Context: an optimization exercise on an open-source flow, tuned for small area and a short achievable clock period. The choices shown serve that exercise and are no tape-out recipe. Where RTL was checked, it was by simulation tests only, not by an equivalence proof against the original. Power is estimated from default activity; no workload was simulated.

// rv_core
module rv_core(
    input clk,
    input rst_n,                 
    output [31:0] imem_addr,
    input  [31:0] imem_rdata,
    output [31:0] dmem_addr,
    output [31:0] dmem_wdata,
    output        dmem_we,
    input  [31:0] dmem_rdata
    );
==> module rf_rd4, before the edit <==
module rf_rd4(input [3:0] sel, input [3:0] d, output y);
assign y = |(sel & d);
endmodule
==> module rf_rdbit_pd, before the edit <==
module rf_rdbit_pd(input [7:0] lo, input [3:0] hi, input [31:1] d, output q);
wire n1;
wire n2;
wire n3;
wire n4;
rf_rd7 u1(.sel(lo[7:1]), .d(d[7:1]), .y(n1));
rf_rd8 u2(.sel(lo), .d(d[15:8]), .y(n2));
rf_rd8 u3(.sel(lo), .d(d[23:16]), .y(n3));
rf_rd8 u4(.sel(lo), .d(d[31:24]), .y(n4));
rf_rd4 u5(.sel(hi), .d({n4, n3, n2, n1}), .y(q));
endmodule
==> module rv_core, before the edit <==
module rv_core(
    input clk,
    input rst_n,                 
    output [31:0] imem_addr,
    input  [31:0] imem_rdata,
    output [31:0] dmem_addr,
    output [31:0] dmem_wdata,
    output        dmem_we,
    input  [31:0] dmem_rdata
    );
wire [31:0] ins = imem_rdata;
wire [6:0]  op  = ins[6:0];
wire [2:0]  f3  = ins[14:12];
wire [4:0]  rd  = ins[11:7];
wire [4:0]  rs1 = ins[19:15];
wire [4:0]  rs2 = ins[24:20];
wire is_op    = (op == 7'b0110011);
wire is_opimm = (op == 7'b0010011);
wire is_lui   = (op == 7'b0110111);
wire is_load  = (op == 7'b0000011);
wire is_store = (op == 7'b0100011);
wire is_br    = (op == 7'b1100011);
wire is_jal   = (op == 7'b1101111);
reg  [31:1] pc_q;
wire [31:0] pc  = {pc_q, 1'b0};
wire [31:0] pc4 = {pc[31:2] + 30'd1, pc[1:0]};
reg  [31:0] rf [1:31];
wire        wen = rst_n & (is_op | is_opimm | is_lui | is_load | is_jal);
reg  [31:0] wdata;
integer k;
always @(posedge clk)
    for (k = 1; k < 32; k = k + 1)
        if (wen && rd == k)
            rf[k] <= wdata;
wire [31:0] lo1, lo2;        
wire [15:0] hi1, hi2;        
genvar c;
generate
    for (c = 0; c < 4; c = c + 1) begin : g_dec
        rf_dec u_d1(.rs(rs1), .lo(lo1[8*c +: 8]), .hi(hi1[4*c +: 4]));
        rf_dec u_d2(.rs(rs2), .lo(lo2[8*c +: 8]), .hi(hi2[4*c +: 4]));
    end
endgenerate
wire [31:0] r1, r2;
genvar i, j;
generate
    for (i = 0; i < 32; i = i + 1) begin : g_rd
        wire [31:1] col;
        for (j = 1; j < 32; j = j + 1) begin : g_c
            assign col[j] = rf[j][i];
        end
        rf_rdbit_pd u_r1(.lo(lo1[8*(i/8) +: 8]), .hi(hi1[4*(i/8) +: 4]), .d(col), .q(r1[i]));
        rf_rdbit_pd u_r2(.lo(lo2[8*(i/8) +: 8]), .hi(hi2[4*(i/8) +: 4]), .d(col), .q(r2[i]));
    end
endgenerate
wire [31:0] imm_is = {{21{ins[31]}}, ins[30:25], (ins[5] ? ins[11:7] : ins[24:20])};
wire        b_reg  = ins[5] & (ins[4] | ins[6]);
wire [31:0] b      = b_reg ? r2 : imm_is;
wire [31:0] sum;
wire [31:0] p;               
add_ksp u_add(.a(r1), .b(b), .s(sum), .p(p));
wire        ltu;
ltu32 u_ltu(.a(r1), .b(b), .p(p), .lt(ltu));
wire        lts    = (r1[31] ^ b[31]) ? r1[31] : ltu;
wire        eq     = ~|p;        
reg [31:0] alu;
always @(*)
    case (f3)
        3'b000:  alu = sum;
        3'b010:  alu = {31'd0, lts};
        3'b011:  alu = {31'd0, ltu};
        3'b110:  alu = r1 | b;
        default: alu = 32'd0;
    endcase
always @(*)
    if (ins[2])
        wdata = ins[3] ? pc4 : {ins[31:12], 12'd0};
    else
        wdata = ins[4] ? alu : dmem_rdata;
wire [31:0] imm_bj = ins[3] ? {{12{ins[31]}}, ins[19:12], ins[20], ins[30:21], 1'b0}
                            : {{20{ins[31]}}, ins[7], ins[30:25], ins[11:8], 1'b0};
wire [31:0] target;
wire [31:0] unused_p;
wire        unused_c;
add_sk u_tgt(.a(pc), .b(imm_bj), .cin(1'b0), .s(target), .p(unused_p), .cout(unused_c));
wire        taken  = (is_br & eq) | is_jal;
always @(posedge clk)
    if (~rst_n)
        pc_q <= 31'd0;
    else
        pc_q <= taken ? target[31:1] : pc4[31:1];
assign imem_addr  = pc;
assign dmem_addr  = sum;
assign dmem_wdata = r2;
assign dmem_we    = is_store & rst_n;
endmodule
==> module rf_dec, before the edit <==
module rf_dec(
    input  [4:0] rs,
    output [7:0] lo,
    output [3:0] hi
    );
genvar k;
generate
    for (k = 0; k < 8; k = k + 1) begin : g_lo
        assign lo[k] = (rs[2:0] == k);
    end
    for (k = 0; k < 4; k = k + 1) begin : g_hi
        assign hi[k] = (rs[4:3] == k);
    end
endgenerate
endmodule
Settings: LEC_CHECK=0, CAP_MARGIN=20, CORE_MARGIN=2, CORE_UTILIZATION=65, SETUP_SLACK_MARGIN=4, SLEW_MARGIN=20, SYNTH_HIERARCHICAL=1; clock period 12.5 ns.
standard.sh (not shown) runs the stock make flow with config.mk's settings and CLKGATE_MAP_FILE= SYNTH_SCRIPT=/design/flow/synth_recipe.tcl, a recipe that flattens the netlist after the stock synthesis.
==> flow/flow/run.sh <==
#!/bin/bash
# Layout flow: the standard layout (standard.sh: ORFS synthesis to final
# layout), run unchanged for synthesis, then with these differences:
#  * port buffers are buf_2 cells instead of ORFS's default choice (a
#    clkdlybuf4s50_1 delay cell); every port still gets its buffer;
#  * CTS builds its tree from clkbuf_8/clkbuf_16 with larger sink clusters and
#    no dummy loads.
# Each tool's full output goes to a log in this folder (and ORFS's own per-step
# logs under orfs/logs/).
set -euo pipefail
bash standard.sh synth > synth.log 2>&1
export BUFFER_PORTS_ARGS="-buffer_cell sky130_fd_sc_hd__buf_2"
export CTS_ARGS="-sink_clustering_enable -repair_clock_nets -dont_use_dummy_load -sink_clustering_size 20 -sink_clustering_max_diameter 80 -buf_list {sky130_fd_sc_hd__clkbuf_8 sky130_fd_sc_hd__clkbuf_16}"
bash standard.sh > layout.log 2>&1
Then changed:
--- a/flow/design.v
+++ b/flow/design.v
@@ -1,15 +1,12 @@
 module rf_rd8(input [7:0] sel, input [7:0] d, output y);
 assign y = |(sel & d);
 endmodule
 module rf_rd7(input [6:0] sel, input [6:0] d, output y);
 assign y = |(sel & d);
 endmodule
-module rf_rd4(input [3:0] sel, input [3:0] d, output y);
-assign y = |(sel & d);
-endmodule
 module rf_rdbit(input [31:1] sel, input [31:1] d, output q);
 wire n1;
 wire n2;
 wire n3;
 wire n4;
 wire n5;
@@ -19,23 +16,12 @@
 rf_rd8 u3(.sel(sel[24:17]), .d(d[24:17]), .y(n3));
 rf_rd7 u4(.sel(sel[31:25]), .d(d[31:25]), .y(n4));
 g_nor2 u5(.a(n1), .b(n2), .y(n5));
 g_nor2 u6(.a(n3), .b(n4), .y(n6));
 g_nand2 u7(.a(n5), .b(n6), .y(q));
 endmodule
-module rf_rdbit_pd(input [7:0] lo, input [3:0] hi, input [31:1] d, output q);
-wire n1;
-wire n2;
-wire n3;
-wire n4;
-rf_rd7 u1(.sel(lo[7:1]), .d(d[7:1]), .y(n1));
-rf_rd8 u2(.sel(lo), .d(d[15:8]), .y(n2));
-rf_rd8 u3(.sel(lo), .d(d[23:16]), .y(n3));
-rf_rd8 u4(.sel(lo), .d(d[31:24]), .y(n4));
-rf_rd4 u5(.sel(hi), .d({n4, n3, n2, n1}), .y(q));
-endmodule
 module g_inv(input a, output y);
 assign y = ~a;
 endmodule
 module g_nand2(input a, b, output y);
 assign y = ~(a & b);
 endmodule
@@ -1007,31 +993,28 @@
 reg  [31:0] wdata;
 integer k;
 always @(posedge clk)
     for (k = 1; k < 32; k = k + 1)
         if (wen && rd == k)
             rf[k] <= wdata;
-wire [31:0] lo1, lo2;        
-wire [15:0] hi1, hi2;        
-genvar c;
-generate
-    for (c = 0; c < 4; c = c + 1) begin : g_dec
-        rf_dec u_d1(.rs(rs1), .lo(lo1[8*c +: 8]), .hi(hi1[4*c +: 4]));
-        rf_dec u_d2(.rs(rs2), .lo(lo2[8*c +: 8]), .hi(hi2[4*c +: 4]));
+reg [31:1] sel1, sel2;
+always @(*)
+    for (k = 1; k < 32; k = k + 1) begin
+        sel1[k] = (rs1 == k);
+        sel2[k] = (rs2 == k);
     end
-endgenerate
 wire [31:0] r1, r2;
 genvar i, j;
 generate
     for (i = 0; i < 32; i = i + 1) begin : g_rd
         wire [31:1] col;
         for (j = 1; j < 32; j = j + 1) begin : g_c
             assign col[j] = rf[j][i];
         end
-        rf_rdbit_pd u_r1(.lo(lo1[8*(i/8) +: 8]), .hi(hi1[4*(i/8) +: 4]), .d(col), .q(r1[i]));
-        rf_rdbit_pd u_r2(.lo(lo2[8*(i/8) +: 8]), .hi(hi2[4*(i/8) +: 4]), .d(col), .q(r2[i]));
+        rf_rdbit u_r1(.sel(sel1), .d(col), .q(r1[i]));
+        rf_rdbit u_r2(.sel(sel2), .d(col), .q(r2[i]));
     end
 endgenerate
 wire [31:0] imm_is = {{21{ins[31]}}, ins[30:25], (ins[5] ? ins[11:7] : ins[24:20])};
 wire        b_reg  = ins[5] & (ins[4] | ins[6]);
 wire [31:0] b      = b_reg ? r2 : imm_is;
 wire [31:0] sum;
@@ -1069,21 +1052,6 @@
         pc_q <= taken ? target[31:1] : pc4[31:1];
 assign imem_addr  = pc;
 assign dmem_addr  = sum;
 assign dmem_wdata = r2;
 assign dmem_we    = is_store & rst_n;
 endmodule
-module rf_dec(
-    input  [4:0] rs,
-    output [7:0] lo,
-    output [3:0] hi
-    );
-genvar k;
-generate
-    for (k = 0; k < 8; k = k + 1) begin : g_lo
-        assign lo[k] = (rs[2:0] == k);
-    end
-    for (k = 0; k < 4; k = k + 1) begin : g_hi
-        assign hi[k] = (rs[4:3] == k);
-    end
-endgenerate
-endmodule
The new run finished clean.
Hold slack is worse by 0.089 ns.
Worst setup slack is better by 0.084 ns.
Synthesized area is lower slightly.
First-iteration DRC count is lower by a few percent.
Synthesized cell count is lower slightly.
Combinational power is about the same.
Wire length hardly moves.
Only the layout flow was run in the first run of this note; the RTL was not checked for function there.

re-timing with driven ports:
How much do the figures lean on ideal ports? The routed layouts below were timed once more, with nothing changed but the port constraints. Step 1 (the two cells are an assumption about what drives the block):
set clk [get_ports {clk}]
set_driving_cell -lib_cell sky130_fd_sc_hd__clkbuf_16 $clk
set_driving_cell -lib_cell sky130_fd_sc_hd__buf_2 [delete_from_list [all_inputs] $clk]
Step 2, shift: input delay + t, output delay - t, t = (earliest + latest rising clock arrival at the registers) / 2. This alone moves slack from input paths to output paths. a / b / c = ideal / step 1 / step 2; a / b = the first two.
run | shift t [ns] | slack for setup (ns) | hold slack, ns | worst setup path at the end
the first run | 0.726 | 3.821 / 3.772 / 3.772 | 0.652 / 0.652 / 0.652 | input to output
the second run | 0.722 | 3.905 / 3.821 / 3.821 | 0.562 / 0.562 / 0.562 | input to output
After both steps setup and hold are still met in every run listed. For the second run, which loses most, drivers alone change the setup slack by -0.084 ns; drivers and shift together by -0.084 ns.
